Context: an optimization exercise on an open-source flow, tuned for small area and a short achievable clock period. The choices shown serve that exercise and are no tape-out recipe.
The RTL was checked by simulation tests, not by an equivalence proof against the original design.
Power is estimated from default activity; no workload was simulated.

## MIPS
module MIPS(
	input cclk,
	input reset,
	input [31:0] imem_data,
	output [31:0] imem_addr,
	output [31:0] result
    );
	reg  [31:0] pc;
	reg  [31:0] ifid_pc4;           
	reg  [31:0] ifid_inst;          
	reg  [31:0] preA, preB;         
	reg         a_ex, a_mem, a_rf;
	reg         b_ex, b_mem, b_rf, b_imm;
	reg         s_ex, s_mem, s_rf;
	reg         d_R, d_lw, d_sw, d_beq, d_jal, d_jr;    
	reg         k_add, k_sub, k_slt, k_or, k_and;       
	reg         lu_q;               
	reg  [31:0] res_q;              
	reg  [31:0] ex_sdata;           
	reg  [4:0]  ex_dst;             
	reg  [4:0]  ex_rt;              
	reg         ex_rw, ex_m2r, ex_mr, ex_mw, ex_jal;
	reg  [31:0] mem_wd;             
	reg  [4:0]  mem_dst;            
	reg         mem_rw;             
	reg  [31:0] pre31;              
	wire [1023:0] rf_all;           
	wire [1023:0] dm_all;           
	wire [4:0]  rs  = ifid_inst[25:21];
	wire [4:0]  rt  = ifid_inst[20:16];
	wire [4:0]  rd  = ifid_inst[15:11];
	wire [15:0] imm = ifid_inst[15:0];
	wire [31:0] sext = {{16{imm[15]}}, imm};
	wire if_flush = d_beq | d_jal;
	wire hz       = lu_q | if_flush;
	wire [31:0] opA  = ({32{a_ex}} & res_q) | ({32{a_mem}} & mem_wd) | ({32{a_rf}} & preA);
	wire [31:0] opB  = ({32{b_ex}} & res_q) | ({32{b_mem}} & mem_wd) | ({32{b_rf}} & preB) |
	                   ({32{b_imm}} & sext);
	wire [31:0] opS  = ({32{s_ex}} & res_q) | ({32{s_mem}} & mem_wd) | ({32{s_rf}} & preB);
	wire [31:0] sum  = opA + opB;
	wire [32:0] dif  = {1'b0, opA} - {1'b0, opB};
	wire        ltu  = dif[32];
	wire [4:0]  alu5  = ({5{k_add}} & sum[4:0]) |
	                    ({5{k_sub}} & dif[4:0]) |
	                    ({5{k_slt}} & {4'd0, ltu}) |
	                    ({5{k_or }} & (opA[4:0] | opB[4:0])) |
	                    ({5{k_and}} & (opA[4:0] & opB[4:0]));
	wire        live  = ~hz & ~reset;
	wire [31:0] res_n = ({32{k_add & live}} & sum) |
  ...
clock: 12.0 ns
lec_check: 0
cap_margin: 20
cell_pad_in_sites_detail_placement: 1
core_margin: 2
core_utilization: 40
cts_cluster_diameter: 80
cts_cluster_size: 30
place_density: 0.55
slew_margin: 20
tns_end_percent: 30
standard.sh (not shown) runs the stock make flow with config.mk's settings and CLKGATE_MAP_FILE= SYNTH_SCRIPT=/design/flow/synth_recipe.tcl, a recipe that flattens the netlist after the stock synthesis.
==> flow/flow/run.sh <==
#!/bin/bash
# Own flow: the standard layout (standard.sh, with its unchanged synthesis),
# with two changes to how the layout is made:
#  - the resizer's setup repair aims at a slack margin below the clock period,
#    so that it works on paths well inside the period instead of stopping at it;
#  - the port buffers are plain buffers (buf_4) rather than the delay cell
#    buffer_ports picks by default.
# Each step's full output is in synth.log / layout.log here and in ORFS's own
# per-step logs under orfs/logs.
set -euo pipefail
MARGIN=8
bash standard.sh synth > synth.log 2>&1
bash standard.sh SETUP_SLACK_MARGIN=$MARGIN "BUFFER_PORTS_ARGS=-buffer_cell sky130_fd_sc_hd__buf_4" finish > layout.log 2>&1
The starting point finished clean.
Change:
Settings changed: CTS_CLUSTER_DIAMETER 80 to 75, CTS_CLUSTER_SIZE 30 to 28, TNS_END_PERCENT 30 to not set.
First-iteration DRC count drops by 3.4%. Utilization went down by 0.11 points. Cell area barely changes. Setup slack improves by 0.10 ns. Critical path depth rises by 14.
Change:
--- a/flow/flow/run.sh
+++ b/flow/flow/run.sh
@@ -11 +11 @@
-MARGIN=8
+MARGIN=7.5
Settings changed: CTS_CLUSTER_DIAMETER 75 to 80, CTS_CLUSTER_SIZE 28 to 30.
Cell area goes down by 2.7%; setup slack gets worse by 0.48 ns; routed wire length came out lower by 4.2%; sequential power barely changes; critical path depth is lower by 6; synthesized cell count is unchanged; non-clock buffer count went down by 103; worst hold slack is worse by 0.018 ns; flip-flop and latch count is unchanged.

MIPS again, from the RTL that the note above started with.
Settings: LEC_CHECK=0, CAP_MARGIN=20, CELL_PAD_IN_SITES_DETAIL_PLACEMENT=1, CORE_MARGIN=2, CORE_UTILIZATION=40, CTS_CLUSTER_DIAMETER=80, CTS_CLUSTER_SIZE=30, PLACE_DENSITY=0.55, SLEW_MARGIN=20; clock period 12.0 ns.
==> flow/flow/run.sh <==
#!/bin/bash
# Own flow: the standard layout (standard.sh, with its unchanged synthesis),
# with two changes to how the layout is made:
#  - the resizer's setup repair aims at a slack margin below the clock period,
#    so that it works on paths well inside the period instead of stopping at it;
#  - the port buffers are plain buffers (buf_4) rather than the delay cell
#    buffer_ports picks by default.
# Each step's full output is in synth.log / layout.log here and in ORFS's own
# per-step logs under orfs/logs.
set -euo pipefail
MARGIN=8
bash standard.sh synth > synth.log 2>&1
bash standard.sh SETUP_SLACK_MARGIN=$MARGIN "BUFFER_PORTS_ARGS=-buffer_cell sky130_fd_sc_hd__buf_4" finish > layout.log 2>&1
The first run completed without violations.
Rerun with:
CORE_UTILIZATION = 45   (was 40)
CTS_CLUSTER_DIAMETER = 75   (was 80)
CTS_CLUSTER_SIZE = 28   (was 30)
PLACE_DENSITY = 0.62   (was 0.55)
The changed run went through all stages and came out clean. Total power went down slightly. Clock skew went up by 0.0033 ns. Wire length goes down by a few percent. Core utilization rose by 5.2 points. Critical path depth rises by 8.

[re-timing with driven ports]
The flow's constraints put no driver on any port. The routed layouts listed below were extracted and timed again, unchanged, in two steps.
Step 1, drivers: a clkbuf_16 drives cclk and a buf_2 each remaining input, both assumed.
Step 2 moves the port delays by t, midway between the first and last clock arrival at a register: inputs arrive t later, outputs are due t later. That takes back most of the time a late clock gives input paths.
Three values: no drivers, after step 1, after step 2; two values: the first two.
run	t, ns	slack for setup (ns)	worst data-port slew with drivers (ns)	cell pins on the clock port's net
the first run of note 1	0.950	7.711 / 7.612 / 6.837	0.18	1
the second run of note 1	0.964	7.812 / 7.812 / 7.020	0.05	1
the third run of note 1	0.939	7.332 / 7.352 / 6.414	0.12	1
the first run of note 2	0.959	7.884 / 7.885 / 7.008	0.05	1
the second run of note 2	0.948	7.696 / 7.696 / 6.964	0.06	1
After both steps setup and hold are still met in every run listed. For the third run of note 1, which loses most, drivers alone change the setup slack by +0.020 ns; drivers and shift together by -0.918 ns.
